Context: an optimization exercise on an open-source flow, tuned for small area. The choices shown serve that exercise and are no tape-out recipe.
At most, simulation tests tie the RTL to the original design; equivalence was not proved.
No functional check of the RTL was part of runs 3 and 4.
Power is estimated from default activity; no workload was simulated.

[flow/design.v]
`timescale 1ns / 1ps
module Seven_seg_decoder(
    input [3:0] input_digit,
    output reg [7:1] seg_set
    );
    always @(*)
    begin
        case(input_digit)
            0: seg_set = 7'b0000001;
            1: seg_set = 7'b1001111;
            2: seg_set = 7'b0010010;
            3: seg_set = 7'b0000110;
            4: seg_set = 7'b1001100;
            5: seg_set = 7'b0100100;
            6: seg_set = 7'b1100000;
            7: seg_set = 7'b0001111;
            8: seg_set = 7'b0000000;
            9: seg_set = 7'b0001100;
            default: seg_set = 7'b1111111;
        endcase
    end
endmodule
`timescale 1ns / 1ps
module Debouncer #(parameter [8:0] KV = 9'b000000011) (
    input clk_i,
    input rst_i,
    input button,
    output pulse
    );
    localparam [8:0] TV = 9'b010000111;    
    reg P, C;
    reg [8:0] c;
    wire tc = (c == TV);
    always @(posedge clk_i or posedge rst_i)
    begin
        if(rst_i)
        begin
            P <= 1'b0;
            C <= 1'b0;
        end
        else
        begin
            P <= P ^ (C & tc);
            C <= C ? ~tc : (P ^ button);
        end
    end
    always @(posedge clk_i)
        c <= C ? {c[7:0], ~(c[8] ^ c[4])} : {8'b0, ~P};
    assign pulse = C & ~P & (c == KV);
endmodule
`timescale 1ns / 1ps
module Main_clock(
    input clk_i,
    input rst_i,
    input t_pulse,       
    input h_pulse,       
    input m_pulse,       
    output reg [3:0] hr_left,
    output reg [3:0] hr_right,
    output reg [2:0] min_left,
    output reg [3:0] min_right
    );
    localparam [14:0] TF = 15'b010101010110011;
    localparam [14:0] MF = 15'b000000000101000;
    localparam [14:0] TS = 15'b000001000111100;
    localparam [14:0] MS = 15'b111110111110110;
    reg mode;
    reg ph, pm;
    reg [14:0] tc;
    reg [5:0] seconds;
    wire ht = t_pulse;
    wire hh = ph & ~ht;
    wire hm = pm & ~ht & ~ph;
    wire tick = ~ht & (mode ? ((tc & MF) == (TF & MF)) : ((tc & MS) == (TS & MS)));
    wire A = &seconds[5:2];                        
    wire B = ~A & (min_right == 4'd10);
    wire Cc = ~A & ~B & min_left[2] & min_left[1];  
    wire D = ~A & ~B & ~Cc & (hr_right == 4'd10);
    wire E = ~A & ~B & ~Cc & ~D & (hr_left == 4'd2) & (hr_right == 4'd4);
    always @(posedge clk_i or posedge rst_i)
    begin
        if(rst_i)
        begin
            mode <= 1'b0;
            ph <= 1'b0;
            pm <= 1'b0;
            tc <= 15'd0;
            seconds <= 6'd0;
            hr_left <= 4'd0;
            hr_right <= 4'd0;
            min_left <= 3'd0;
            min_right <= 4'd0;
        end
        else
        begin
            mode <= mode ^ ht;
            ph <= h_pulse | (ph & ht);
            pm <= m_pulse | (pm & (ht | ph));
            tc <= (tick | ht) ? 15'd1 : {tc[13:0], ~(tc[14] ^ tc[0])};
            seconds <= A ? 6'd0 : seconds + {5'd0, tick};
            min_right <= B ? 4'd0 : (A | hm) ? min_right + 4'd1 : min_right;
            min_left <= B ? min_left + 3'd1 : Cc ? 3'd0 : min_left;
            hr_right <= (D | E) ? 4'd0 : (Cc | hh) ? hr_right + 4'd1 : hr_right;
            hr_left <= D ? hr_left + 4'd1 : E ? 4'd0 : hr_left;
        end
    end
endmodule
`timescale 1ns / 1ps
module Display_driver(
    input clk_i,
    input rst_i,
    input [3:0] hr_left,
    input [3:0] hr_right,
    input [2:0] min_left,
    input [3:0] min_right,
    output [7:0] led7_an_o,
    output [7:0] led7_seg_o
    );
    localparam [5:0] T50 = 6'b100111;
    localparam [5:0] M50 = 6'b100111;
    reg [5:0] c50;
    reg [8:0] r;         
    reg blink;
    reg started;
    reg [3:0] d;         
    wire refresh = (c50 & M50) == (T50 & M50);
    wire wrap = &r;
    reg [3:0] dsel;
    always @(*)
        case (r[1:0])
            2'd0: dsel = hr_left;
            2'd1: dsel = hr_right;
            2'd2: dsel = {1'b0, min_left};
            default: dsel = min_right;
        endcase
    always @(posedge clk_i or posedge rst_i)
    begin
        if(rst_i)
        begin
            c50 <= 6'd0;
            r <= 9'd112;
            blink <= 1'b0;
            started <= 1'b0;
        end
        else
        begin
            c50 <= refresh ? 6'd1 : {c50[4:0], ~(c50[5] ^ c50[0])};
            if (refresh)
                r <= wrap ? 9'd112 : r + 9'd1;
            blink <= blink ^ (refresh & wrap);
            started <= started | refresh;
        end
    end
    always @(posedge clk_i)
        if (refresh)
            d <= dsel;
    wire [7:1] seg;
    Seven_seg_decoder dec(d, seg);
    assign led7_an_o[7:4] = 4'b1111;
    assign led7_an_o[3] = started & (r[1:0] != 2'd1);
    assign led7_an_o[2] = started & (r[1:0] != 2'd2);
    assign led7_an_o[1] = started & (r[1:0] != 2'd3);
    assign led7_an_o[0] = started & (r[1:0] != 2'd0);
    assign led7_seg_o[7:1] = started ? seg : 7'd0;
    assign led7_seg_o[0] = started & ((r[1:0] != 2'd2) | blink);
endmodule
`timescale 1ns / 1ps
module Top_module(
    input clk_i,
    input rst_i,
    input button_hr_i,
    input button_min_i,
    input button_test_i,
    output [7:0] led7_an_o,
    output [7:0] led7_seg_o
    );
    wire [3:0] hr_left;
    wire [3:0] hr_right;
    wire [2:0] min_left;
    wire [3:0] min_right;
    wire h_pulse, m_pulse, t_pulse;
    Debouncer #(.KV(9'b000000011)) hr_up(.clk_i(clk_i), .rst_i(rst_i), .button(button_hr_i), .pulse(h_pulse));
    Debouncer #(.KV(9'b000000011)) min_up(.clk_i(clk_i), .rst_i(rst_i), .button(button_min_i), .pulse(m_pulse));
    Debouncer #(.KV(9'b000000111)) testing(.clk_i(clk_i), .rst_i(rst_i), .button(button_test_i), .pulse(t_pulse));
    Main_clock Clock(.clk_i(clk_i), .rst_i(rst_i), .t_pulse(t_pulse), .h_pulse(h_pulse), .m_pulse(m_pulse), .hr_left(hr_left), .hr_right(hr_right), .min_left(min_left), .min_right(min_right));
    Display_driver Display(.clk_i(clk_i), .rst_i(rst_i), .hr_left(hr_left), .hr_right(hr_right), .min_left(min_left), .min_right(min_right), .led7_an_o(led7_an_o), .led7_seg_o(led7_seg_o));
endmodule
[flow/run.sh]
#!/bin/bash
# synth_recipe.tcl (not shown) runs the flow's synth.tcl, then flattens the netlist and writes it again
# the make line also repeats each setting of config.mk as NAME=value (left out here)
make -C /OpenROAD-flow-scripts/flow DESIGN_CONFIG=/design/flow/config.mk WORK_HOME=/design/flow/orfs CLKGATE_MAP_FILE= SYNTH_SCRIPT=/design/flow/synth_recipe.tcl finish
[flow/config.mk]
export PLATFORM = sky130hd
export DESIGN_NAME = Top_module
export DESIGN_NICKNAME = Top_module
export VERILOG_FILES = /design/flow/design.v
export SDC_FILE = /design/flow/constraint.sdc
export NUM_CORES = 4
export LEC_CHECK = 0
export CAP_MARGIN = 20
export CORE_MARGIN = 2
export CORE_UTILIZATION = 65
export PLACE_DENSITY = 0.75
export SLEW_MARGIN = 20
[flow/constraint.sdc]
create_clock -name core_clock -period 10.0 [get_ports {clk_i}]
set_input_delay 2.0000 -clock core_clock [delete_from_list [all_inputs] [get_ports {clk_i}]]
set_output_delay 2.0000 -clock core_clock [all_outputs]
set_load 0.01 [all_outputs]
==> metrics.log, run 1 <==
INFO  metric synthFlopType = sky130_fd_sc_hd__dfrtp_1
INFO  metric initial_antenna_violation_count = 0
INFO  metric synth-compound-area-share = 0.0860
INFO  metric min_period = 3.85 ns
INFO  metric finClkSkew = 0.0109 ns
INFO  metric synth_top_family_by_area = simple AND/OR/NAND/NOR gates
INFO  metric synth_largest_type_area_fraction = 0.338
INFO  metric cts.sink_count = 100
INFO  metric r2r_cells = 7
INFO  metric postLayoutCellArea = 0.00474 mm2
INFO  metric number_of_gates_given_a_new_drive_strength_after_cts = 0
INFO  metric synth.top_cells.by_area = sky130_fd_sc_hd__dfrtp_1, sky130_fd_sc_hd__dfxtp_1, sky130_fd_sc_hd__and2_1, sky130_fd_sc_hd__ha_1, sky130_fd_sc_hd__mux2i_1
INFO  metric vias_in_the_first_global_route = 2791
INFO  metric final_layout_size_suffix_gt1_frac = 0.0654
INFO  metric tritoncts_clock_tree = built
INFO  metric holdBufCountCts = 0
INFO  metric synth.distinct_cells = 59
INFO  metric drt_wl_total = 7.06 mm
INFO  metric synth.ff_latch_count = 100
INFO  metric critical_path_required = 8.00 ns
INFO  metric ant_nets = 0
INFO  metric worst_skew_pair.late_latency = 0.35 ns
INFO  metric seq_power_share = 0.587
INFO  metric cellPowerDensity = 210 mW/mm2
INFO  metric worst-setup-path-type = reg2out
INFO  metric power_leakage = 2.07 nW
INFO  metric synth-seq-area-share = 0.540
INFO  metric grt.overflow.total = 0
INFO  metric dieHeight = 86.0 um
INFO  metric timing.final.setup_violations = 0
INFO  metric p_int = 0.724 mW
INFO  metric grt_setup_unrepaired = no
INFO  metric netlist.top_cell.by_area = sky130_fd_sc_hd__dfrtp_1
INFO  metric number_of_max_slew_violations_in_the_final_report = 0
INFO  metric die_x = 86.0 um
INFO  metric vias = 2831
INFO  metric initial_util = 0.680
INFO  metric drc = 0
INFO  metric cts_max_level = 3
INFO  metric grt_max_degree = 63
INFO  metric synthMuxAreaShare = 0.0384
INFO  metric reg2reg_from = Display.c50[0]
INFO  metric worst_setup_path_startpoint = Display.r[0]
INFO  metric synth-adder-area-share = 0.0602
INFO  metric data_arrival_critical_path = 1.85 ns
INFO  metric number_of_detailed_routing_iterations_run_before_antenna_repair = 4
INFO  metric synth-simple-area-share = 0.201
INFO  metric crit_path_end_kind = output port
INFO  metric power_switching_share = 0.274
INFO  metric timing.final.crit_share = 0.385
INFO  metric max_stage_delay = 0.55 ns
INFO  metric synth_cells = 408
INFO  metric worstMarginPinSlew = 0.749 ns
INFO  metric synth_xor_xnor_area_share = 0.0361
INFO  metric seqCellArea = 0.00236 mm2
INFO  metric layout-area-overhead-vs-synth = 8.51%
INFO  metric setup.worst_path.end = led7_seg_o[0]
INFO  metric placedCellCount = 490
INFO  metric yosysWarnings = 5
INFO  metric cts_root_buf = sky130_fd_sc_hd__clkbuf_8
INFO  metric vdd.ir_drop.worst = 0.000143 V
INFO  metric maxCapViolCount = 0
INFO  metric pin_count = 21
INFO  metric nNetsFinal = 450
INFO  metric via_per_inst = 5.61
INFO  metric part_of_the_total_power_dissipated_in_combinational_logic = 0.169
INFO  metric timing.rr.end = Display.seg[7]
INFO  metric switching_power = 0.273 mW
INFO  metric clock_power_share = 0.244
INFO  metric startpoint_type = register
INFO  metric diodes = 0
INFO  metric syn-cell-area = 0.00437 mm2
INFO  metric totalNegativeSetupSlack = 0 ns
INFO  metric detailed_place.area = 0.00456 mm2
INFO  metric die_area = 0.00739 mm2
INFO  metric timing.slew.headroom = 0.501
INFO  metric r2r_slack = 7.30 ns
INFO  metric critical_path_peak_fanout = 5
INFO  metric dpl.hpwl = 5.02 mm
INFO  metric gp_congestion = 0.828
INFO  metric status = no timing/DRC/antenna violations
INFO  metric row_count = 29
INFO  metric cpMaxStageDelayCell = sky130_fd_sc_hd__clkdlybuf4s50_1
INFO  metric fin_cells = 505
INFO  metric footprint_of_the_multi_input_gates = 0.00185 mm2
INFO  metric clock_tree.buffer_depth = 2
INFO  metric final-hold-violation-count = 0
INFO  metric port-buffer-count = 16
INFO  metric timing.critical_path.cells = inv_1 > ha_1 > a21boi_0 > clkdlybuf4s50_1
INFO  metric drt-wirelength-per-cell = 14.0 um
INFO  metric detailedRoute.firstIterationViolations = 169
INFO  metric design.core.area = 0.00642 mm2
INFO  metric number_of_buffers_inserted_during_clock_tree_synthesis = 9
INFO  metric nFillCells = 476
INFO  metric share_of_async_settable_or_async_resettable_flops_after_synthesis = 0.620
INFO  metric grt_usage = 0.213
INFO  metric achievable-frequency = 0.260 GHz
INFO  metric clock_pin_slew_worst_setup_and_hold_paths = 0.09 ns
INFO  metric grt_pass1_wl = 12.4 mm
INFO  metric postSynthAreaPerCell = 10.7 um2
INFO  metric postCtsSetupBuffers = 0
INFO  metric synth_enable_flop_cells = 4
INFO  metric hp-class = reg2reg
-- power groups by stage --
stage | Sequential [mW] | Combinational, mW | Clock [mW]
floorplan | 0.571 | 0.145 | 0
global placement | 0.591 | 0.161 | 0
detailed placement | 0.591 | 0.171 | 0
CTS | 0.585 | 0.172 | 0.248
global route | 0.599 | 0.199 | 0.266
finish | 0.585 | 0.169 | 0.243
-- sequential cells by signal, indices dropped and copies added, names as in the netlist, 3 cells and up --
| signal | count |
|---|---|
| Clock.min_left | 3 |
| Display.r | 9 |
| testing.c | 9 |
| Display.c50 | 6 |
| Display.seg | 7 |
| min_up.c | 9 |
| hr_up.c | 9 |
| Clock.min_right | 4 |
| Clock.hr_right | 4 |
| Display.d | 4 |
| Clock.tc | 15 |
| Clock.hr_left | 4 |
| Clock.seconds | 6 |
-- worst max-delay path: cells and delay by family, from the launching register on --
family	cells	cell delay, ns
buffers and inverters	2	0.65
DFF	1	0.41
adders and majority gates	1	0.28
AOI/OAI and AO/OA	1	0.17
-- cell type report --
cell class | instances | share of cell area
clock inverters | 4 | 0.0106
clock buffers | 11 | 0.0277
repair buffers | 17 | 0.0354
flip-flops and latches | 100 | 0.497
inverters | 22 | 0.0174
well taps | 77 | 0.0203
multi-input cells | 274 | 0.391
-- per-layer routing --
metal	vias to the layer above	part of all wire	GRT usage
met3	4	0.043	0.0645
met5	-	0	0
met4	0	0.0068	0.0577
li1	1416	-	-
met2	54	0.47	0.340
met1	1357	0.48	0.284
-- cells by family (layout without fill, tap and decap cells) --
group / after synthesis / count (layout)
AOI/OAI and AO/OA: 58 / 58
adders and majority gates: 21 / 21
xor gates and xnor gates: 18 / 18
muxes: 16 / 16
DFF: 100 / 100
other: 1 / 4
buffers and inverters: 37 / 54
and+or+nand+nor: 157 / 157
-- per-stage QoR --
stage / setup WS [ns] / hold WS [ns] / power (mW) / utilization
3_3_place_gp: 6.56 / 0.430 / 0.752 / 0.710
4_1_cts: 6.13 / 0.460 / 1.00 / 0.738
2_1_floorplan: 6.46 / 0.426 / 0.716 / -
5_1_grt: 6.02 / 0.463 / 1.06 / 0.738
6_report: 6.15 / 0.454 / 0.996 / 0.738
3_5_place_dp: 6.52 / 0.437 / 0.762 / 0.710
-- cells in the mapped netlist, drive strengths merged (2+ instances only) --
| master | n |
|---|---|
| dfrtp | 59 |
| and2 | 52 |
| dfxtp | 34 |
| nand2 | 29 |
| inv | 22 |
| o21ai | 22 |
| ha | 21 |
| nor2 | 21 |
| a21oi | 13 |
| mux2i | 13 |
| xnor2 | 9 |
| xor2 | 9 |
| buf | 8 |
| nand3 | 8 |
| nor3 | 8 |
| clkbuf | 7 |
| nor2b | 7 |
| nand4 | 6 |
| nor4 | 5 |
| and3 | 4 |
| edfxtp | 4 |
| a222oi | 3 |
| dfstp | 3 |
| mux2 | 3 |
| nand2b | 3 |
| nor3b | 3 |
| nor4b | 3 |
| a211o | 2 |
| a21o | 2 |
| a31oi | 2 |
| and4 | 2 |
| o22ai | 2 |
-- worst min path at each step --
stage               depth (start not counted)             end           start  slack [ns]
global route                                1    Clock.tc[10]     Clock.tc[9]        0.46
CTS                                         1    Clock.tc[10]     Clock.tc[9]        0.46
detailed placement                          1  Display.c50[5]  Display.c50[4]        0.44
global placement                            1  Display.c50[5]  Display.c50[4]        0.43
floorplan                                   1      hr_up.c[7]      hr_up.c[6]        0.43
finish                                      1    Clock.tc[10]     Clock.tc[9]        0.45
-- layout by cell type, fill, tap and decap left out, types with 2 or more instances in the layout --
cell type and instances:
sky130_fd_sc_hd__dfrtp_1 59, sky130_fd_sc_hd__and2_1 51, sky130_fd_sc_hd__dfxtp_1 34, sky130_fd_sc_hd__nand2_1 29
sky130_fd_sc_hd__o21ai_0 22, sky130_fd_sc_hd__nor2_1 21, sky130_fd_sc_hd__inv_1 21, sky130_fd_sc_hd__ha_1 21
sky130_fd_sc_hd__clkdlybuf4s50_1 16, sky130_fd_sc_hd__mux2i_1 13, sky130_fd_sc_hd__a21oi_1 12, sky130_fd_sc_hd__xor2_1 9
sky130_fd_sc_hd__xnor2_1 9, sky130_fd_sc_hd__clkbuf_8 9, sky130_fd_sc_hd__nand3_1 8, sky130_fd_sc_hd__nor3_1 8
sky130_fd_sc_hd__nor2b_1 7, sky130_fd_sc_hd__nand4_1 5, sky130_fd_sc_hd__nor4_1 5, sky130_fd_sc_hd__edfxtp_1 4
sky130_fd_sc_hd__and3_1 4, sky130_fd_sc_hd__conb_1 4, sky130_fd_sc_hd__dfstp_2 3, sky130_fd_sc_hd__nor4b_1 3
sky130_fd_sc_hd__a222oi_1 3, sky130_fd_sc_hd__nand2b_1 3, sky130_fd_sc_hd__mux2_2 2, sky130_fd_sc_hd__and4_1 2
sky130_fd_sc_hd__a31oi_1 2, sky130_fd_sc_hd__nor3b_1 2, sky130_fd_sc_hd__a21o_1 2, sky130_fd_sc_hd__a211o_1 2
sky130_fd_sc_hd__clkbuf_1 2
==> run 2, diff against run 1 <==
--- a/flow/config.mk
+++ b/flow/config.mk
@@ -8,5 +8,4 @@
 export CAP_MARGIN = 20
 export CORE_MARGIN = 2
-export CORE_UTILIZATION = 65
-export PLACE_DENSITY = 0.75
+export CORE_UTILIZATION = 40
 export SLEW_MARGIN = 20
==> metrics.log, run 2 <==
INFO  metric cts_root_buf = sky130_fd_sc_hd__clkbuf_8
INFO  metric cell_types_with_the_highest_counts_after_synthesis = sky130_fd_sc_hd__dfrtp_1, sky130_fd_sc_hd__and2_1, sky130_fd_sc_hd__dfxtp_1, sky130_fd_sc_hd__nand2_1
INFO  metric vias_in_the_first_global_route = 2735
INFO  metric synthMuxAreaShare = 0.0384
INFO  metric data_arrival_critical_path = 1.87 ns
INFO  metric synth-adder-area-share = 0.0602
INFO  metric dpl.hpwl = 5.00 mm
INFO  metric netlist.top_cell.by_area = sky130_fd_sc_hd__dfrtp_1
INFO  metric number_of_buffers_inserted_during_clock_tree_synthesis = 9
INFO  metric grt_usage = 0.138
INFO  metric share_of_async_settable_or_async_resettable_flops_after_synthesis = 0.620
INFO  metric row_count = 38
INFO  metric syn-cell-area = 0.00437 mm2
INFO  metric port-buffer-count = 16
INFO  metric largest_reg_flops = 15
INFO  metric status = no timing/DRC/antenna violations
INFO  metric holdBufCountCts = 0
INFO  metric timing.slew.headroom = 0.492
INFO  metric clock_pin_slew_worst_setup_and_hold_paths = 0.09 ns
INFO  metric maxCapViolCount = 0
INFO  metric synth_enable_flop_cells = 4
INFO  metric critical_path_required = 8.00 ns
INFO  metric initial_antenna_violation_count = 0
INFO  metric clock_tree.buffer_depth = 2
INFO  metric pin_count = 21
INFO  metric nFillCells = 1042
INFO  metric cts_max_level = 3
INFO  metric setup_ws = 6.13 ns
INFO  metric timing.final.setup_violations = 0
INFO  metric via_per_inst = 4.90
INFO  metric synth_largest_type_area_fraction = 0.338
INFO  metric layout-area-overhead-vs-synth = 10.5%
INFO  metric seqCellArea = 0.00236 mm2
INFO  metric final_layout_size_suffix_gt1_frac = 0.0699
INFO  metric postLayoutCellArea = 0.00482 mm2
INFO  metric synth_cells = 408
INFO  metric finClkSkew = 0.0110 ns
INFO  metric synth_xor_xnor_area_share = 0.0361
INFO  metric synth.top_cells.by_area = sky130_fd_sc_hd__dfrtp_1, sky130_fd_sc_hd__dfxtp_1, sky130_fd_sc_hd__and2_1, sky130_fd_sc_hd__ha_1, sky130_fd_sc_hd__mux2i_1
INFO  metric drt-wirelength-per-cell = 12.6 um
INFO  metric number_of_max_slew_violations_in_the_final_report = 0
INFO  metric worst-setup-path-type = reg2out
INFO  metric achievable-frequency = 0.259 GHz
INFO  metric drt_wl_total = 7.19 mm
INFO  metric yosysWarnings = 5
INFO  metric timing.final.crit_share = 0.387
INFO  metric crit_path_end_kind = output port
INFO  metric gp_congestion = 0.739
INFO  metric postCtsSetupBuffers = 0
INFO  metric synth-compound-area-share = 0.0860
INFO  metric startpoint_type = register
INFO  metric fin_total_pwr = 0.992 mW
INFO  metric grt_max_degree = 63
INFO  metric synth.ff_latch_count = 100
INFO  metric initial_util = 0.406
INFO  metric power_leakage = 2.07 nW
INFO  metric number_of_gates_given_a_new_drive_strength_after_cts = 0
INFO  metric timing.critical_path.cells = inv_1 > ha_1 > a21boi_0 > clkdlybuf4s50_1
INFO  metric detailedPlace.worstSlack = 6.53 ns
INFO  metric cellPowerDensity = 206 mW/mm2
INFO  metric design.core.area = 0.0107 mm2
INFO  metric number_of_detailed_routing_iterations_run_before_antenna_repair = 6
INFO  metric critical_path_peak_fanout = 5
INFO  metric synth_top_family_by_area = simple AND/OR/NAND/NOR gates
INFO  metric grt_pass1_wl = 12.7 mm
INFO  metric dieHeight = 108 um
INFO  metric detailed_place.area = 0.00464 mm2
INFO  metric diodes = 0
INFO  metric post-synth-top-count-cell = sky130_fd_sc_hd__dfrtp_1
INFO  metric synth-simple-area-share = 0.201
INFO  metric drc = 0
INFO  metric cpMaxStageDelayCell = sky130_fd_sc_hd__clkdlybuf4s50_1
INFO  metric grt.overflow.total = 0
INFO  metric detailedRoute.firstIterationViolations = 157
INFO  metric grt_setup_unrepaired = no
INFO  metric max_stage_delay = 0.55 ns
INFO  metric synth-seq-area-share = 0.540
INFO  metric synthFlopType = sky130_fd_sc_hd__dfrtp_1
INFO  metric worst_skew_pair.late_latency = 0.37 ns
INFO  metric commonest_cells_after_routing_fill_and_taps_aside = sky130_fd_sc_hd__dfrtp_1, sky130_fd_sc_hd__and2_1, sky130_fd_sc_hd__dfxtp_1
INFO  metric nNetsFinal = 450
INFO  metric ant_nets = 0
INFO  metric vdd.ir_drop.worst = 0.000149 V
INFO  metric whs = 0.455 ns
INFO  metric synth.distinct_cells = 59
INFO  metric vias = 2790
INFO  metric min_period = 3.87 ns
INFO  metric die_area = 0.0118 mm2
INFO  metric footprint_of_the_multi_input_gates = 0.00185 mm2
INFO  metric worstMarginPinSlew = 0.762 ns
INFO  metric largest_register = Clock.tc
INFO  metric die_x = 108 um
INFO  metric totalNegativeSetupSlack = 0 ns
INFO  metric tritoncts_clock_tree = built
INFO  metric final-hold-violation-count = 0
INFO  metric final_common_cell = sky130_fd_sc_hd__dfrtp_1
INFO  metric postSynthAreaPerCell = 10.7 um2
INFO  metric hp-class = reg2reg
INFO  metric cts.sink_count = 100
## run 2: changes by cell type in the layout (fill, tap and decap cells not counted), sizes merged
cell,previous run,this run
clkbuf,11,12
bufinv,1,0
clkinv,1,3
inv,24,23
## run 2: final timing paths
check                      cells past startpoint  slack [ns]              to           start
setup / recovery                               4        6.13   led7_seg_o[0]    Display.r[0]
hold / removal                                 1        0.46  Display.c50[4]  Display.c50[3]
setup reg to reg                               7        7.35  Display.seg[7]  Display.c50[0]
hold reg to reg                                1        0.46  Display.c50[4]  Display.c50[3]
max in group asynchronous                      3        7.34    Clock.tc[10]           rst_i
min in group asynchronous                      3        2.17  Display.c50[1]           rst_i
## run 2: per-layer routing
layer / share of wire / track usage
met1: 0.48 / 0.180
met2: 0.46 / 0.215
met3: 0.037 / 0.0392
met4: 0.018 / 0.0586
met5: 0 / 0
## run 2: cell type report
type | count | share of cell area
Tap cell | 140 | 0.0363
Clock inverter | 4 | 0.00674
Inverter | 22 | 0.0171
Clock buffer | 12 | 0.0322
Timing Repair Buffer | 17 | 0.0348
Multi-Input combinational cell | 274 | 0.384
Sequential cell | 100 | 0.488
## run 2: metrics by stage
step,utilization,instances
5_1_grt,0.449,569
2_1_floorplan,-,411
3_3_place_gp,0.431,553
4_1_cts,0.449,569
6_report,0.449,569
3_5_place_dp,0.431,553
## run 2: critical path, delay by kind of cell (launching register included)
family                   cells  cell delay (ns)
buffers and inverters        2             0.65
AO/OA/AOI/OAI                1             0.17
flip-flops                   1             0.41
adder cells (fa/ha/maj)      1             0.27
## run 2: cells by family after synthesis
| kind of cell | Yosys count |
|---|---|
| other cells | 1 |
| compound gates | 58 |
| simple gates | 157 |
| flops | 100 |
| fa+ha+maj | 21 |
| xor+xnor | 18 |
| buf+inv | 37 |
| mux | 16 |
## run 2: report_power, final
part | internal, mW | switching (mW) | leakage [nW] | total, mW
Combinational | 0.0934 | 0.0742 | 0.868 | 0.168
Sequential | 0.514 | 0.0683 | 1.11 | 0.583
Clock | 0.106 | 0.136 | 0.0971 | 0.242
Total | 0.713 | 0.279 | 2.07 | 0.992
==> run 3, diff against run 2 <==
--- a/flow/design.v
+++ b/flow/design.v
@@ -29,6 +29,8 @@
     );
     localparam [8:0] TV = 9'b010000111;    
+    localparam [8:0] INV = 9'b010101010;
     reg P, C;
-    reg [8:0] c;
+    reg [8:0] q;
+    wire [8:0] c = q ^ INV;
     wire tc = (c == TV);
     always @(posedge clk_i or posedge rst_i)
@@ -46,5 +48,5 @@
     end
     always @(posedge clk_i)
-        c <= C ? {c[7:0], ~(c[8] ^ c[4])} : {8'b0, ~P};
+        q <= (C ? {c[7:0], ~(c[8] ^ c[4])} : {8'b0, ~P}) ^ INV;
     assign pulse = C & ~P & (c == KV);
 endmodule
@@ -61,11 +63,14 @@
     output reg [3:0] min_right
     );
-    localparam [14:0] TF = 15'b010101010110011;
-    localparam [14:0] MF = 15'b000000000101000;
-    localparam [14:0] TS = 15'b000001000111100;
-    localparam [14:0] MS = 15'b111110111110110;
+    localparam [14:0] INV = 15'b010101010101010;
+    localparam [14:0] LV = 15'b101010101010101;
+    localparam [14:0] TF = 15'b111010101001010;
+    localparam [14:0] MF = 15'b000000000110000;
+    localparam [14:0] TS = 15'b101001010010011;
+    localparam [14:0] MS = 15'b101011111111011;
     reg mode;
     reg ph, pm;
-    reg [14:0] tc;
+    reg [14:0] tq;
+    wire [14:0] tc = tq ^ INV;
     reg [5:0] seconds;
     wire ht = t_pulse;
@@ -85,5 +90,5 @@
             ph <= 1'b0;
             pm <= 1'b0;
-            tc <= 15'd0;
+            tq <= 15'd0;
             seconds <= 6'd0;
             hr_left <= 4'd0;
@@ -97,5 +102,5 @@
             ph <= h_pulse | (ph & ht);
             pm <= m_pulse | (pm & (ht | ph));
-            tc <= (tick | ht) ? 15'd1 : {tc[13:0], ~(tc[14] ^ tc[0])};
+            tq <= ((tick | ht) ? LV : {tc[13:0], ~(tc[14] ^ tc[6])}) ^ INV;
             seconds <= A ? 6'd0 : seconds + {5'd0, tick};
             min_right <= B ? 4'd0 : (A | hm) ? min_right + 4'd1 : min_right;
@@ -117,6 +122,6 @@
     output [7:0] led7_seg_o
     );
-    localparam [5:0] T50 = 6'b100111;
-    localparam [5:0] M50 = 6'b100111;
+    localparam [5:0] T50 = 6'b010001;
+    localparam [5:0] R50 = 6'b110001;
     reg [5:0] c50;
     reg [8:0] r;         
@@ -124,5 +129,5 @@
     reg started;
     reg [3:0] d;         
-    wire refresh = (c50 & M50) == (T50 & M50);
+    wire refresh = (c50 == T50);
     wire wrap = &r;
     reg [3:0] dsel;
@@ -138,5 +143,5 @@
         if(rst_i)
         begin
-            c50 <= 6'd0;
+            c50 <= R50;
             r <= 9'd112;
             blink <= 1'b0;
@@ -145,5 +150,5 @@
         else
         begin
-            c50 <= refresh ? 6'd1 : {c50[4:0], ~(c50[5] ^ c50[0])};
+            c50 <= {c50[4:0], ~(c50[5] ^ c50[0]) ^ refresh};
             if (refresh)
                 r <= wrap ? 9'd112 : r + 9'd1;
--- a/flow/config.mk
+++ b/flow/config.mk
@@ -8,4 +8,8 @@
 export CAP_MARGIN = 20
 export CORE_MARGIN = 2
-export CORE_UTILIZATION = 40
+export CORE_UTILIZATION = 50
+export CTS_BUF_LIST = sky130_fd_sc_hd__clkbuf_8
+export CTS_CLUSTER_DIAMETER = 60
+export CTS_CLUSTER_SIZE = 25
+export PLACE_DENSITY = 0.65
 export SLEW_MARGIN = 20
==> metrics.log, run 3 <==
INFO  metric critical_path_required = 8.00 ns
INFO  metric vdd.ir_drop.worst = 0.000119 V
INFO  metric gp_congestion = 0.780
INFO  metric final_layout_size_suffix_gt1_frac = 0.0762
INFO  metric number_of_gates_given_a_new_drive_strength_after_cts = 0
INFO  metric ant_nets = 0
INFO  metric cts_root_buf = sky130_fd_sc_hd__clkbuf_8
INFO  metric commonest_cells_after_routing_fill_and_taps_aside = sky130_fd_sc_hd__dfrtp_1, sky130_fd_sc_hd__nand2_1, sky130_fd_sc_hd__dfxtp_1
INFO  metric share_of_async_settable_or_async_resettable_flops_after_synthesis = 0.620
INFO  metric worst-setup-path-type = reg2out
INFO  metric number_of_detailed_routing_iterations_run_before_antenna_repair = 4
INFO  metric via_per_inst = 5.17
INFO  metric r2r_cells = 9
INFO  metric holdBufCountCts = 0
INFO  metric vias_in_the_first_global_route = 2527
INFO  metric maxCapViolCount = 0
INFO  metric worstMarginPinSlew = 0.850 ns
INFO  metric detailed_place.area = 0.00454 mm2
INFO  metric yosysWarnings = 5
INFO  metric die_x = 97.1 um
INFO  metric synthFlopType = sky130_fd_sc_hd__dfrtp_1
INFO  metric hp-class = reg2reg
INFO  metric cell_types_with_the_highest_counts_after_synthesis = sky130_fd_sc_hd__dfrtp_1, sky130_fd_sc_hd__nand2_1, sky130_fd_sc_hd__dfxtp_1, sky130_fd_sc_hd__ha_1, sky130_fd_sc_hd__nor2_1
INFO  metric clock_tree.buffer_depth = 2
INFO  metric layout-area-overhead-vs-synth = 9.12%
INFO  metric cts.sink_count = 100
INFO  metric tritoncts_clock_tree = built
INFO  metric cts_max_level = 3
INFO  metric synth_largest_type_area_fraction = 0.323
INFO  metric final-hold-violation-count = 0
INFO  metric netlist.top_cell.by_area = sky130_fd_sc_hd__dfrtp_1
INFO  metric initial_util = 0.522
INFO  metric worstHoldEndpoint = Display.c50[5]
INFO  metric die_area = 0.00943 mm2
INFO  metric worst_skew_pair.late_latency = 0.36 ns
INFO  metric finClkSkew = 0.0113 ns
INFO  metric pin_count = 21
INFO  metric crit_path_end_kind = output port
INFO  metric synth.distinct_cells = 60
INFO  metric achievable-frequency = 0.254 GHz
INFO  metric drt_wl_total = 7.07 mm
INFO  metric grt_setup_unrepaired = no
INFO  metric clock_pin_slew_worst_setup_and_hold_paths = 0.09 ns
INFO  metric timing.final.crit_share = 0.394
INFO  metric synth_cells = 400
INFO  metric initial_antenna_violation_count = 0
INFO  metric dieHeight = 97.1 um
INFO  metric drt-wirelength-per-cell = 13.5 um
INFO  metric final_common_cell = sky130_fd_sc_hd__dfrtp_1
INFO  metric startpoint_type = register
INFO  metric timing.slew.headroom = 0.431
INFO  metric power_leakage = 2.11 nW
INFO  metric timing.rr.end = Display.seg[7]
INFO  metric drc = 0
INFO  metric cellPowerDensity = 207 mW/mm2
INFO  metric data_arrival_critical_path = 1.94 ns
INFO  metric postSynthAreaPerCell = 10.8 um2
INFO  metric design.core.area = 0.00830 mm2
INFO  metric final_core_util = 0.570
INFO  metric detailedRoute.firstIterationViolations = 106
INFO  metric grt_max_degree = 63
INFO  metric vias = 2714
INFO  metric grt.overflow.total = 0
INFO  metric postCtsSetupBuffers = 0
INFO  metric synth.top_cells.by_area = sky130_fd_sc_hd__dfrtp_1, sky130_fd_sc_hd__dfxtp_1, sky130_fd_sc_hd__ha_1, sky130_fd_sc_hd__nand2_1, sky130_fd_sc_hd__dfstp_2
INFO  metric grt_pass1_wl = 11.9 mm
INFO  metric port-buffer-count = 16
INFO  metric grt_usage = 0.154
INFO  metric postLayoutCellArea = 0.00473 mm2
INFO  metric critical_path_peak_fanout = 8
INFO  metric reg2reg_from = Display.r[0]
INFO  metric largest_register = Clock.tq
INFO  metric largest_reg_flops = 15
INFO  metric hold_path.startpoint = Display.c50[4]
INFO  metric timing.final.setup_violations = 0
INFO  metric synth-seq-area-share = 0.545
INFO  metric synth.ff_latch_count = 100
INFO  metric dpl.hpwl = 4.90 mm
INFO  metric post-synth-top-count-cell = sky130_fd_sc_hd__dfrtp_1
INFO  metric number_of_max_slew_violations_in_the_final_report = 0
INFO  metric status = no timing/DRC/antenna violations
INFO  metric nFillCells = 745
INFO  metric totalNegativeSetupSlack = 0 ns
INFO  metric synth_enable_flop_cells = 4
INFO  metric diodes = 0
INFO  metric row_count = 33
INFO  metric r2r_slack = 7.20 ns
INFO  metric number_of_buffers_inserted_during_clock_tree_synthesis = 9
INFO  metric min_period = 3.94 ns
INFO  metric syn-cell-area = 0.00433 mm2
INFO  metric nNetsFinal = 441
INFO  metric min_path_cells = 0
==> run 3: cells by family (layout without fill, tap and decap cells) <==
group / after synthesis / after routing / synth area share
xor+xnor: 17 / 17 / 0.0344
buf+inv: 36 / 53 / 0.0433
fa+ha+maj: 21 / 21 / 0.0606
flops: 100 / 100 / 0.545
other cells: 1 / 4 / 0.000865
compound gates: 65 / 65 / 0.0976
mux: 15 / 15 / 0.0370
simple gates: 145 / 145 / 0.182
==> run 3: layer usage <==
metal,global-route usage,share of wire
met5,0,0
met4,0.0455,0.012
met1,0.219,0.52
met2,0.230,0.43
met3,0.0468,0.033
==> run 3: worst max-delay path by stage <==
stage,from,end,slack [ns]
4_1_cts,Display.r[0],led7_seg_o[0],6.04
6_report,Display.r[0],led7_seg_o[0],6.06
3_5_place_dp,Display.r[0],led7_seg_o[0],6.45
5_1_grt,Display.r[0],led7_seg_o[0],5.94
2_1_floorplan,rst_i,Clock.hr_left[0],6.47
3_3_place_gp,Display.r[0],led7_an_o[1],6.51
==> run 3: worst max-delay path: stages (launching register included) <==
cell	delay, ns
sky130_fd_sc_hd__dfrtp_1	0.49
sky130_fd_sc_hd__inv_1	0.10
sky130_fd_sc_hd__ha_1	0.26
sky130_fd_sc_hd__a21boi_0	0.17
sky130_fd_sc_hd__clkdlybuf4s50_1	0.56
==> run 3: layout make-up <==
cell class                 count  area [um2]  share of cell area
sequential                   100        2360               0.499
multi-input combinational    267        1800               0.380
timing repair buffer          17         168              0.0355
tap                          105         131              0.0278
clock buffer                   9         124              0.0262
inverter                      20        87.6              0.0185
clock inverter                 7        61.3              0.0130
==> run 3: per-stage QoR <==
step	power [mW]	hold slack, ns	instances	setup slack, ns
2_1_floorplan	0.704	0.351	403	6.47
3_3_place_gp	0.742	0.355	509	6.51
3_5_place_dp	0.748	0.355	509	6.45
4_1_cts	0.992	0.373	525	6.04
5_1_grt	1.05	0.378	525	5.94
6_report	0.981	0.372	525	6.06
==> run 3: power by group <==
part	total, mW	leakage [nW]	internal [mW]	switching, mW
Clock	0.243	0.0986	0.0950	0.148
Combinational	0.148	0.915	0.0752	0.0727
Sequential	0.590	1.10	0.517	0.0732
==> run 4, diff against run 3 <==
--- a/flow/config.mk
+++ b/flow/config.mk
@@ -9,7 +9,6 @@
 export CORE_MARGIN = 2
 export CORE_UTILIZATION = 50
-export CTS_BUF_LIST = sky130_fd_sc_hd__clkbuf_8
-export CTS_CLUSTER_DIAMETER = 60
-export CTS_CLUSTER_SIZE = 25
+export CTS_BUF_LIST = sky130_fd_sc_hd__clkbuf_4 sky130_fd_sc_hd__clkbuf_8
+export CTS_CLUSTER_SIZE = 15
 export PLACE_DENSITY = 0.65
 export SLEW_MARGIN = 20
==> metrics.log, run 4 <==
INFO  metric totalNegativeSetupSlack = 0 ns
INFO  metric postSynthAreaPerCell = 10.8 um2
INFO  metric number_of_gates_given_a_new_drive_strength_after_cts = 0
INFO  metric timing.final.setup_violations = 0
INFO  metric p_int = 0.691 mW
INFO  metric design.core.area = 0.00830 mm2
INFO  metric postLayoutCellArea = 0.00473 mm2
INFO  metric number_of_max_slew_violations_in_the_final_report = 0
INFO  metric netlist.top_cell.by_area = sky130_fd_sc_hd__dfrtp_1
INFO  metric synth.top_cells.by_area = sky130_fd_sc_hd__dfrtp_1, sky130_fd_sc_hd__dfxtp_1, sky130_fd_sc_hd__ha_1, sky130_fd_sc_hd__nand2_1, sky130_fd_sc_hd__dfstp_2
INFO  metric setup_ws = 6.07 ns
INFO  metric achievable-frequency = 0.254 GHz
INFO  metric cts_max_level = 3
INFO  metric nNetsFinal = 441
INFO  metric syn-cell-area = 0.00433 mm2
INFO  metric gp_congestion = 0.780
INFO  metric maxCapViolCount = 0
INFO  metric hold_path.startpoint = Display.c50[4]
INFO  metric part_of_the_total_power_dissipated_in_combinational_logic = 0.150
INFO  metric critical_path_required = 8.00 ns
INFO  metric initial_antenna_violation_count = 0
INFO  metric grt_met3_usage = 0.0468
INFO  metric drt-wirelength-per-cell = 13.5 um
INFO  metric seqCellArea = 0.00236 mm2
INFO  metric seq_power_share = 0.599
INFO  metric grt.overflow.total = 0
INFO  metric status = no timing/DRC/antenna violations
INFO  metric synth-adder-area-share = 0.0606
INFO  metric synth-seq-area-share = 0.545
INFO  metric worst-setup-path-type = reg2out
INFO  metric post-synth-top-count-cell = sky130_fd_sc_hd__dfrtp_1
INFO  metric die_x = 97.1 um
INFO  metric detailed_place.area = 0.00454 mm2
INFO  metric final_layout_size_suffix_gt1_frac = 0.0786
INFO  metric cpMaxStageDelayCell = sky130_fd_sc_hd__clkdlybuf4s50_1
INFO  metric largest_register = Clock.tq
INFO  metric yosysWarnings = 5
INFO  metric via_per_inst = 5.18
INFO  metric reg2reg_from = Display.r[0]
INFO  metric share_of_async_settable_or_async_resettable_flops_after_synthesis = 0.620
INFO  metric port-buffer-count = 16
INFO  metric cts.sink_count = 100
INFO  metric postCtsSetupBuffers = 0
INFO  metric synth.ff_latch_count = 100
INFO  metric timing.final.crit_share = 0.393
INFO  metric vias = 2721
INFO  metric grt.met1_usage = 0.219
INFO  metric drt_wl_total = 7.09 mm
INFO  metric drc = 0
INFO  metric placedCellCount = 509
INFO  metric critical_path_peak_fanout = 8
INFO  metric crit_path_end_kind = output port
INFO  metric diodes = 0
INFO  metric cellPowerDensity = 208 mW/mm2
INFO  metric die_area = 0.00943 mm2
INFO  metric vdd.ir_drop.worst = 0.000119 V
INFO  metric timing.slew.headroom = 0.426
INFO  metric met2_usage = 0.229
INFO  metric clock_power_share = 0.251
INFO  metric final_common_cell = sky130_fd_sc_hd__dfrtp_1
INFO  metric cell_types_with_the_highest_counts_after_synthesis = sky130_fd_sc_hd__dfrtp_1, sky130_fd_sc_hd__nand2_1, sky130_fd_sc_hd__dfxtp_1, sky130_fd_sc_hd__ha_1, sky130_fd_sc_hd__nor2_1
INFO  metric grt_max_degree = 63
INFO  metric commonest_cells_after_routing_fill_and_taps_aside = sky130_fd_sc_hd__dfrtp_1, sky130_fd_sc_hd__nand2_1, sky130_fd_sc_hd__dfxtp_1
INFO  metric finClkSkew = 0.0104 ns
INFO  metric final-hold-violation-count = 0
INFO  metric switching_power = 0.294 mW
INFO  metric startpoint_type = register
INFO  metric synth_enable_flop_cells = 4
INFO  metric globalRoute.busiestLayer = met2
INFO  metric largest_reg_flops = 15
INFO  metric clock_pin_slew_worst_setup_and_hold_paths = 0.09 ns
INFO  metric detailedRoute.firstIterationViolations = 127
INFO  metric vias_in_the_first_global_route = 2524
INFO  metric fin_cells = 525
INFO  metric layout-area-overhead-vs-synth = 9.21%
INFO  metric worstMarginPinSlew = 0.858 ns
INFO  metric synth_cells = 400
INFO  metric worst_skew_pair.late_latency = 0.36 ns
INFO  metric synthMuxAreaShare = 0.0370
INFO  metric row_count = 33
INFO  metric data_arrival_critical_path = 1.93 ns
INFO  metric grt_pass1_wl = 11.9 mm
INFO  metric cts_root_buf = sky130_fd_sc_hd__clkbuf_8
INFO  metric clock_tree.buffer_depth = 2
INFO  metric synth_largest_type_area_fraction = 0.323
INFO  metric detailedPlace.worstSlack = 6.45 ns
INFO  metric nFillCells = 743
INFO  metric synth_top_family_by_area = simple AND/OR/NAND/NOR gates
INFO  metric synth-simple-area-share = 0.182
INFO  metric grt_usage = 0.154
INFO  metric worst_setup_path_startpoint = Display.r[0]
INFO  metric synthFlopType = sky130_fd_sc_hd__dfrtp_1
INFO  metric tritoncts_clock_tree = built
INFO  metric synth-compound-area-share = 0.0976
INFO  metric dieHeight = 97.1 um
INFO  metric min_period = 3.93 ns
INFO  metric footprint_of_the_multi_input_gates = 0.00180 mm2
INFO  metric pin_count = 21
INFO  metric power_leakage = 2.11 nW
INFO  metric fin_total_pwr = 0.985 mW
INFO  metric holdBufCountCts = 0
INFO  metric dpl.hpwl = 4.90 mm
INFO  metric hp-class = reg2reg
INFO  metric grt_setup_unrepaired = no
INFO  metric number_of_detailed_routing_iterations_run_before_antenna_repair = 5
INFO  metric initial_util = 0.522
INFO  metric max_stage_delay = 0.56 ns
INFO  metric synth.distinct_cells = 60
INFO  metric synth_xor_xnor_area_share = 0.0344
INFO  metric number_of_buffers_inserted_during_clock_tree_synthesis = 9
INFO  metric power_switching_share = 0.299
INFO  metric timing.critical_path.cells = inv_1 > ha_1 > a21boi_0 > clkdlybuf4s50_1
INFO  metric ant_nets = 0
==> run 4: logic make-up after synthesis <==
logic type / Yosys count
buffers and inverters: 36
AO/OA/AOI/OAI: 65
other: 1
multiplexers: 15
adder cells (fa/ha/maj): 21
XOR/XNOR: 17
AND/OR/NAND/NOR: 145
flip-flops: 100
==> run 4: cell type report <==
type                       instances  share of cell area
inverter                          20              0.0185
timing repair buffer              17              0.0354
multi-input combinational        267               0.380
clock inverter                     6              0.0122
sequential                       100               0.499
tap                              105              0.0278
clock buffer                      10              0.0278
==> run 4: power groups by stage <==
stage / registers [mW] / logic (mW) / clock network (mW)
2_1_floorplan: 0.574 / 0.130 / 0
3_3_place_gp: 0.597 / 0.145 / 0
3_5_place_dp: 0.598 / 0.151 / 0
4_1_cts: 0.590 / 0.152 / 0.253
5_1_grt: 0.605 / 0.175 / 0.271
6_report: 0.590 / 0.148 / 0.247
==> run 4: worst paths after layout <==
path	end	slack, ns	depth (start not counted)
max in group asynchronous	Display.c50[3]	7.32	3
worst max register to register	Display.seg[7]	7.20	9
min in group asynchronous	Clock.hr_right[2]	2.17	3
worst min register to register	Display.c50[5]	0.37	0
worst min-delay path	Display.c50[5]	0.37	0
worst max-delay path	led7_seg_o[0]	6.07	4
==> run 4: worst max-delay path, delay by kind of cell (launching register included) <==
family,cells,cell delay (ns)
buffers and inverters,2,0.66
DFF,1,0.49
adders and majority gates,1,0.26
AOI/OAI and AO/OA,1,0.17
==> run 4: metrics by stage <==
stage / hold WS, ns / util
floorplan: 0.351 / -
global placement: 0.355 / 0.547
detailed placement: 0.355 / 0.547
CTS: 0.373 / 0.570
global route: 0.378 / 0.570
finish: 0.372 / 0.570
==> run 4: routing by layer <==
metal,wire [um],vias to the layer above
met1,3680,1278
met5,0,-
met3,232,9
met4,89,0
li1,-,1399
met2,3080,35
==> run 5, diff against run 4 <==
--- a/flow/design.v
+++ b/flow/design.v
@@ -2,22 +2,15 @@
 module Seven_seg_decoder(
     input [3:0] input_digit,
-    output reg [7:1] seg_set
+    output [7:1] seg_set
     );
-    always @(*)
-    begin
-        case(input_digit)
-            0: seg_set = 7'b0000001;
-            1: seg_set = 7'b1001111;
-            2: seg_set = 7'b0010010;
-            3: seg_set = 7'b0000110;
-            4: seg_set = 7'b1001100;
-            5: seg_set = 7'b0100100;
-            6: seg_set = 7'b1100000;
-            7: seg_set = 7'b0001111;
-            8: seg_set = 7'b0000000;
-            9: seg_set = 7'b0001100;
-            default: seg_set = 7'b1111111;
-        endcase
-    end
+    localparam [15:0] S7 = 16'b1111110001010010;
+    localparam [15:0] S6 = 16'b1111110001100000;
+    localparam [15:0] S5 = 16'b1111110000000100;
+    localparam [15:0] S4 = 16'b1111111010010010;
+    localparam [15:0] S3 = 16'b1111111010111010;
+    localparam [15:0] S2 = 16'b1111110010001110;
+    localparam [15:0] S1 = 16'b1111110010000011;
+    assign seg_set = {S7[input_digit], S6[input_digit], S5[input_digit], S4[input_digit],
+                      S3[input_digit], S2[input_digit], S1[input_digit]};
 endmodule
 `timescale 1ns / 1ps
--- a/flow/config.mk
+++ b/flow/config.mk
@@ -8,7 +8,4 @@
 export CAP_MARGIN = 20
 export CORE_MARGIN = 2
-export CORE_UTILIZATION = 50
-export CTS_BUF_LIST = sky130_fd_sc_hd__clkbuf_4 sky130_fd_sc_hd__clkbuf_8
-export CTS_CLUSTER_SIZE = 15
-export PLACE_DENSITY = 0.65
+export CORE_UTILIZATION = 40
 export SLEW_MARGIN = 20
==> metrics.log, run 5 <==
INFO  metric cts.sink_count = 93
INFO  metric die_area = 0.0112 mm2
INFO  metric synthFlopType = sky130_fd_sc_hd__dfrtp_1
INFO  metric drt_wl_total = 7.28 mm
INFO  metric nNetsFinal = 439
INFO  metric final-hold-violation-count = 0
INFO  metric timing.final.setup_violations = 0
INFO  metric share_of_async_settable_or_async_resettable_flops_after_synthesis = 0.667
INFO  metric power_leakage = 2.04 nW
INFO  metric via_per_inst = 5.17
INFO  metric placedCellCount = 539
INFO  metric cts_root_buf = sky130_fd_sc_hd__clkbuf_8
INFO  metric synth.distinct_cells = 61
INFO  metric largest_register = Clock.tq
INFO  metric row_count = 37
INFO  metric ant_nets = 0
INFO  metric netlist.top_cell.by_area = sky130_fd_sc_hd__dfrtp_1
INFO  metric detailedRoute.firstIterationViolations = 133
INFO  metric postSynthAreaPerCell = 10.4 um2
INFO  metric reg2reg_from = Display.r[0]
INFO  metric synth_enable_flop_cells = 4
INFO  metric number_of_detailed_routing_iterations_run_before_antenna_repair = 5
INFO  metric grt_setup_unrepaired = no
INFO  metric grt.overflow.total = 0
INFO  metric timing.slew.headroom = 0.320
INFO  metric commonest_cells_after_routing_fill_and_taps_aside = sky130_fd_sc_hd__dfrtp_1, sky130_fd_sc_hd__nand2_1, sky130_fd_sc_hd__o21ai_0
INFO  metric grt.met1_usage = 0.193
INFO  metric largest_reg_flops = 15
INFO  metric detailed_place.area = 0.00443 mm2
INFO  metric post-synth-top-count-cell = sky130_fd_sc_hd__dfrtp_1
INFO  metric data_arrival_critical_path = 2.26 ns
INFO  metric final_layout_size_suffix_gt1_frac = 0.0692
INFO  metric crit_path_end_kind = output port
INFO  metric totalNegativeSetupSlack = 0 ns
INFO  metric status = no timing/DRC/antenna violations
INFO  metric worst_skew_pair.late_latency = 0.36 ns
INFO  metric r2r_slack = 7.41 ns
INFO  metric diodes = 0
INFO  metric clock_pin_slew_worst_setup_and_hold_paths = 0.10 ns
INFO  metric synth.ff_latch_count = 93
INFO  metric vdd.ir_drop.worst = 0.000139 V
INFO  metric grt_met3_usage = 0.0251
INFO  metric holdBufCountCts = 0
INFO  metric number_of_gates_given_a_new_drive_strength_after_cts = 0
INFO  metric detailedPlace.worstSlack = 6.12 ns
INFO  metric synth.top_cells.by_area = sky130_fd_sc_hd__dfrtp_1, sky130_fd_sc_hd__dfxtp_1, sky130_fd_sc_hd__ha_1, sky130_fd_sc_hd__nand2_1, sky130_fd_sc_hd__dfstp_2
INFO  metric synth-seq-area-share = 0.534
INFO  metric clock_tree.buffer_depth = 2
INFO  metric globalRoute.busiestLayer = met2
INFO  metric port-buffer-count = 16
INFO  metric hp-class = reg2reg
INFO  metric vias = 2868
INFO  metric achievable-frequency = 0.234 GHz
INFO  metric grt_pass1_wl = 12.8 mm
INFO  metric drc = 0
INFO  metric maxCapViolCount = 0
INFO  metric timing.final.crit_share = 0.426
INFO  metric drt-wirelength-per-cell = 13.1 um
INFO  metric final_common_cell = sky130_fd_sc_hd__dfrtp_1
INFO  metric layout-area-overhead-vs-synth = 12.2%
INFO  metric vias_in_the_first_global_route = 2717
INFO  metric startpoint_type = register
INFO  metric hold_path.startpoint = Display.c50[2]
INFO  metric initial_util = 0.408
INFO  metric met2_usage = 0.219
INFO  metric pin_count = 21
INFO  metric cts_max_level = 3
INFO  metric dieHeight = 106 um
INFO  metric gp_congestion = 0.817
INFO  metric finClkSkew = 0.0138 ns
INFO  metric synth_cells = 400
INFO  metric die_x = 106 um
INFO  metric number_of_max_slew_violations_in_the_final_report = 0
INFO  metric postLayoutCellArea = 0.00467 mm2
INFO  metric grt_max_degree = 63
INFO  metric dpl.hpwl = 5.04 mm
INFO  metric worst_setup_path_startpoint = Display.d[1]
INFO  metric cell_types_with_the_highest_counts_after_synthesis = sky130_fd_sc_hd__dfrtp_1, sky130_fd_sc_hd__nand2_1, sky130_fd_sc_hd__o21ai_0, sky130_fd_sc_hd__dfxtp_1
INFO  metric syn-cell-area = 0.00416 mm2
INFO  metric postCtsSetupBuffers = 0
INFO  metric design.core.area = 0.0102 mm2
INFO  metric critical_path_peak_fanout = 6
INFO  metric cellPowerDensity = 216 mW/mm2
INFO  metric worstMarginPinSlew = 1.02 ns
INFO  metric setup_ws = 5.74 ns
INFO  metric fin_cells = 555
INFO  metric yosysWarnings = 4
INFO  metric initial_antenna_violation_count = 0
INFO  metric number_of_buffers_inserted_during_clock_tree_synthesis = 9
INFO  metric tritoncts_clock_tree = built
INFO  metric min_period = 4.26 ns
INFO  metric grt_usage = 0.142
INFO  metric synth_largest_type_area_fraction = 0.337
INFO  metric worst-setup-path-type = reg2out
INFO  metric critical_path_required = 8.00 ns
## run 5: cell count changes after synthesis, moves of 5 or more
cell	change
sky130_fd_sc_hd__dfxtp_1	-7
sky130_fd_sc_hd__a21oi_1	-10
sky130_fd_sc_hd__nand2b_1	+7
sky130_fd_sc_hd__mux2i_1	-7
sky130_fd_sc_hd__o21ai_0	+12
sky130_fd_sc_hd__nor2_1	-6
sky130_fd_sc_hd__and3_1	+5
## run 5: cell type report
type | instances | area [um2]
flip-flops and latches | 93 | 2220
clock buffers | 12 | 166
well taps | 136 | 170
clock inverters | 4 | 75.1
inverters | 16 | 60.1
multi-input cells | 277 | 1810
repair buffers | 17 | 168
fillers | 980 | 5520
## run 5: routing by layer
metal  vias up  wire length, um
met5         -                0
met4         0              174
met3        16              240
met2        52             3260
met1      1382             3600
li1       1418                -
## run 5: worst max-delay path, stage by stage (launching register included)
cell	delay, ns
sky130_fd_sc_hd__edfxtp_1	0.44
sky130_fd_sc_hd__inv_1	0.12
sky130_fd_sc_hd__ha_1	0.19
sky130_fd_sc_hd__or2_2	0.30
sky130_fd_sc_hd__a21boi_0	0.13
sky130_fd_sc_hd__o221a_2	0.26
sky130_fd_sc_hd__clkdlybuf4s50_1	0.47
## run 5: metrics by stage
stage                     hold WS, ns  power (mW)   util
after floorplan                 0.347       0.677      -
after global placement          0.356       0.715  0.435
after detailed placement        0.356       0.723  0.435
after CTS                       0.371        1.02  0.458
after global routing            0.376        1.07  0.458
final                           0.359        1.01  0.458
## run 5: power breakdown
part           total (mW)  switching (mW)  leakage, nW  internal (mW)
logic               0.149          0.0742        0.874         0.0752
registers           0.563          0.0745         1.04          0.489
clock network       0.295           0.131        0.123          0.164
total                1.01           0.279         2.04          0.728
## run 5: logic make-up (layout without fill, tap and decap cells)
logic type               Yosys count  in the layout  share of synthesized area
AND/OR/NAND/NOR                  156            156                      0.204
flip-flops                        93             93                      0.534
AO/OA/AOI/OAI                     76             76                      0.121
buffers and inverters             33             49                     0.0340
adder cells (fa/ha/maj)           20             20                     0.0602
XOR/XNOR                          16             16                     0.0337
multiplexers                       5              5                     0.0120
other                              1              4                   0.000902
## run 5: final timing paths
check | depth (start not counted) | endpoint
setup / recovery | 6 | led7_seg_o[4]
hold / removal | 0 | Display.c50[3]
setup reg to reg | 8 | Display.r[5]
hold reg to reg | 0 | Display.c50[3]
max in group asynchronous | 3 | Clock.seconds[5]
min in group asynchronous | 3 | Display.c50[3]
==> run 6, diff against run 5 <==
==> flow/flow/run.sh (new file) <==
#!/bin/bash
# Own layout flow: the standard layout (standard.sh) with three changes:
#  - synthesis maps logic with an area-oriented ABC script (flow/area.abc) and skips the
#    adder extraction; registers are inferred and mapped exactly as in the standard synthesis
#  - ports are buffered with the smallest buffer cell
#  - clock tree synthesis inserts no dummy loads
# make's full output goes to make.log in the work folder; ORFS's per-step logs are under orfs/logs.
set -euo pipefail
HERE=$(pwd)
export MY_ABC_SCRIPT="$HERE/flow/area.abc"
bash standard.sh \
  "SYNTH_SCRIPT=$HERE/flow/synth.tcl" \
  "ADDER_MAP_FILE=" \
  "BUFFER_PORTS_ARGS=-buffer_cell sky130_fd_sc_hd__buf_1" \
  "CTS_ARGS=-sink_clustering_enable -repair_clock_nets -dont_use_dummy_load" \
  finish > "$HERE/make.log" 2>&1
==> flow/flow/area.abc (new file) <==
&get -n
&st
&dch -f
&nf -R 1000
&put
mfs2
strash
&get -n
&dch -f
&nf -R 1000
&put
==> flow/flow/synth.tcl (new file) <==
proc synth {args} { yosys synth -nofsm -noshare {*}$args }
# The standard synthesis (synth_recipe.tcl), with ORFS's ABC mapping script swapped for the
# area-oriented script in MY_ABC_SCRIPT; registers and everything else are as standard.
proc abc {args} {
  set i [lsearch -exact $args -script]
  if {$i >= 0 && [info exists ::env(MY_ABC_SCRIPT)]} {
    set args [lreplace $args $i [expr {$i + 1}] -script $::env(MY_ABC_SCRIPT)]
  }
  yosys abc {*}$args
}
source $::env(SCRIPTS_DIR)/synth.tcl
# left out here: clear keep_hierarchy, flatten, clean up, hide names made inside functions, write 1_2_yosys.v
==> flow/standard.sh (new file) <==
#!/bin/bash
# synth_recipe.tcl (not shown) runs the flow's synth.tcl, then flattens the netlist and writes it again
# the make line also repeats each setting of config.mk as NAME=value (left out here)
make -C /OpenROAD-flow-scripts/flow DESIGN_CONFIG=/design/flow/config.mk WORK_HOME=/design/flow/orfs CLKGATE_MAP_FILE= SYNTH_SCRIPT=/design/flow/synth_recipe.tcl "${@:-finish}"
removed: flow/run.sh
==> metrics.log, run 6 <==
INFO  metric netlist.top_cell.by_area = sky130_fd_sc_hd__dfrtp_1
INFO  metric hp-class = reg2reg
INFO  metric synth-seq-area-share = 0.627
INFO  metric tritoncts_clock_tree = built
INFO  metric grt_pass1_wl = 9.91 mm
INFO  metric drc = 0
INFO  metric initial_util = 0.410
INFO  metric row_count = 34
INFO  metric postLayoutCellArea = 0.00385 mm2
INFO  metric largest_register = Clock.tq
INFO  metric grt_max_degree = 63
INFO  metric worstMarginPinSlew = 0.834 ns
INFO  metric totalNegativeSetupSlack = 0 ns
INFO  metric grt_usage = 0.125
INFO  metric footprint_of_the_multi_input_gates = 0.00129 mm2
INFO  metric cts_max_level = 3
INFO  metric synthFlopType = sky130_fd_sc_hd__dfrtp_1
INFO  metric clock_pin_slew_worst_setup_and_hold_paths = 0.07 ns
INFO  metric syn-cell-area = 0.00354 mm2
INFO  metric setup_ws = 6.21 ns
INFO  metric postSynthAreaPerCell = 10.7 um2
INFO  metric final-hold-violation-count = 0
INFO  metric finClkSkew = 0.0367 ns
INFO  metric number_of_buffers_inserted_during_clock_tree_synthesis = 9
INFO  metric share_of_async_settable_or_async_resettable_flops_after_synthesis = 0.667
INFO  metric critical_path_peak_fanout = 6
INFO  metric final_common_cell = sky130_fd_sc_hd__dfrtp_1
INFO  metric initial_antenna_violation_count = 0
INFO  metric synth_cells = 332
INFO  metric drt_wl_total = 5.50 mm
INFO  metric achievable-frequency = 0.264 GHz
INFO  metric dpl.hpwl = 3.76 mm
INFO  metric timing.slew.headroom = 0.442
INFO  metric status = no timing/DRC/antenna violations
INFO  metric synth_largest_type_area_fraction = 0.396
INFO  metric post-synth-top-count-cell = sky130_fd_sc_hd__dfrtp_1
INFO  metric crit_path_end_kind = output port
INFO  metric commonest_cells_after_routing_fill_and_taps_aside = sky130_fd_sc_hd__dfrtp_1, sky130_fd_sc_hd__nand2_1, sky130_fd_sc_hd__nor2_1
INFO  metric largest_reg_flops = 15
INFO  metric min_period = 3.79 ns
INFO  metric synth.top_cells.by_area = sky130_fd_sc_hd__dfrtp_1, sky130_fd_sc_hd__dfxtp_1, sky130_fd_sc_hd__nand2_1, sky130_fd_sc_hd__dfstp_2, sky130_fd_sc_hd__nor2_1
INFO  metric cell_types_with_the_highest_counts_after_synthesis = sky130_fd_sc_hd__dfrtp_1, sky130_fd_sc_hd__nand2_1, sky130_fd_sc_hd__nor2_1, sky130_fd_sc_hd__dfxtp_1, sky130_fd_sc_hd__nor2b_1
INFO  metric number_of_gates_given_a_new_drive_strength_after_cts = 0
INFO  metric nNetsFinal = 364
INFO  metric timing.final.setup_violations = 0
INFO  metric worst_skew_pair.late_latency = 0.36 ns
INFO  metric synth.ff_latch_count = 93
INFO  metric number_of_max_slew_violations_in_the_final_report = 0
INFO  metric power_leakage = 1.73 nW
INFO  metric layout-area-overhead-vs-synth = 8.87%
INFO  metric number_of_detailed_routing_iterations_run_before_antenna_repair = 4
INFO  metric design.core.area = 0.00864 mm2
INFO  metric drt-wirelength-per-cell = 11.8 um
INFO  metric maxCapViolCount = 0
INFO  metric data_arrival_critical_path = 1.79 ns
INFO  metric postCtsSetupBuffers = 0
INFO  metric pin_count = 21
INFO  metric cts_root_buf = sky130_fd_sc_hd__clkbuf_8
INFO  metric nFillCells = 848
INFO  metric seqCellArea = 0.00222 mm2
INFO  metric detailedPlace.worstSlack = 6.55 ns
INFO  metric gp_congestion = 0.800
INFO  metric synth.distinct_cells = 38
INFO  metric cts.sink_count = 93
INFO  metric vias_in_the_first_global_route = 2237
INFO  metric grt.overflow.total = 0
INFO  metric final_layout_size_suffix_gt1_frac = 0.0504
INFO  metric clock_tree.buffer_depth = 2
INFO  metric yosysWarnings = 4
INFO  metric whs = 0.366 ns
INFO  metric dieHeight = 98.1 um
INFO  metric ant_nets = 0
INFO  metric vdd.ir_drop.worst = 0.000135 V
INFO  metric holdBufCountCts = 0
INFO  metric via_per_inst = 4.97
INFO  metric fin_total_pwr = 0.901 mW
INFO  metric vias = 2312
INFO  metric synth_enable_flop_cells = 4
INFO  metric timing.final.crit_share = 0.379
INFO  metric port-buffer-count = 16
INFO  metric critical_path_required = 8.00 ns
INFO  metric detailedRoute.firstIterationViolations = 69
INFO  metric grt_setup_unrepaired = no
INFO  metric worst-setup-path-type = reg2out
INFO  metric die_area = 0.00962 mm2
INFO  metric diodes = 0
INFO  metric die_x = 98.1 um
INFO  metric cellPowerDensity = 234 mW/mm2
INFO  metric startpoint_type = register
INFO  metric detailed_place.area = 0.00373 mm2
## run 6: final cells by class
| cell class | instances | share of cell area |
|---|---|---|
| clock buffer | 9 | 0.0321 |
| sequential | 93 | 0.576 |
| inverter | 4 | 0.00390 |
| tap | 108 | 0.0351 |
| timing repair buffer | 17 | 0.0175 |
| multi-input combinational | 234 | 0.335 |
## run 6: path summary, 6_finish.rpt
kind	slack [ns]	cells past startpoint	from	to
worst max register to register	7.45	8	Display.c50[4]	Display.r[8]
min in group asynchronous	1.84	3	rst_i	Clock.seconds[1]
max in group asynchronous	7.64	3	rst_i	Clock.seconds[4]
worst min register to register	0.37	0	Display.c50[4]	Display.c50[5]
worst min-delay path	0.37	0	Display.c50[4]	Display.c50[5]
worst max-delay path	6.21	4	Display.d[1]	led7_seg_o[4]
## run 6: metal layers
metal | vias up | routed length (um) | track usage
li1 | 1182 | - | -
met1 | 1078 | 2750 | 0.167
met2 | 44 | 2390 | 0.194
met3 | 8 | 278 | 0.0422
met4 | 0 | 80 | 0.0385
met5 | - | 0 | 0
## run 6: kinds of logic after synthesis
group,after synthesis,synth area share
other,1,0.00106
XOR/XNOR,21,0.0520
flip-flops,93,0.627
AO/OA/AOI/OAI,51,0.0859
buffers and inverters,8,0.0127
AND/OR/NAND/NOR,158,0.221
## run 6: critical path, stage by stage, from the launching register on
cell and delay [ns]:
sky130_fd_sc_hd__edfxtp_1 0.44, sky130_fd_sc_hd__o21ai_0 0.27, sky130_fd_sc_hd__a21boi_0 0.47, sky130_fd_sc_hd__a21oi_1 0.13
sky130_fd_sc_hd__buf_1 0.15
## run 6: power by group
part	total [mW]	internal, mW	leakage (nW)	switching, mW
Clock	0.190	0.0807	0.0647	0.109
Combinational	0.131	0.0694	0.629	0.0612
Sequential	0.580	0.496	1.03	0.0840
Total	0.901	0.646	1.73	0.254
## run 6: metrics by stage
step	std cells	util
after floorplan	335	-
after CTS	465	0.446
after detailed placement	456	0.432
after global routing	465	0.446
after global placement	456	0.431
final	465	0.446

==> separate check: timing with driven ports <==
In the flow no input, the clock included, has a driving cell. The finished layouts below were timed again as built, in two steps.
Step 1 assumes that a clkbuf_16 drives the clock port and a buf_2 every other input.
Step 2 also shifts input and output timing later by t, the mid clock arrival at the registers, as if the neighbouring blocks saw the same clock.
Three values: ideal ports, drivers, drivers and shift; two values: the first two.
run	shift t [ns]	slack for setup (ns)	slew at the worst register clock pin (ns)	cell pins on the clock port's net
run 1	0.369	6.147 / 6.119 / 6.488	0.09 / 0.09	1
run 2	0.400	6.135 / 6.101 / 6.501	0.10 / 0.10	1
run 3	0.391	6.064 / 6.032 / 6.422	0.11 / 0.11	1
run 4	0.390	6.065 / 6.033 / 6.423	0.10 / 0.10	1
run 5	0.390	5.735 / 5.702 / 6.092	0.10 / 0.10	1
run 6	0.372	6.213 / 6.184 / 6.557	0.10 / 0.10	1
After both steps setup and hold are still met in every run listed.
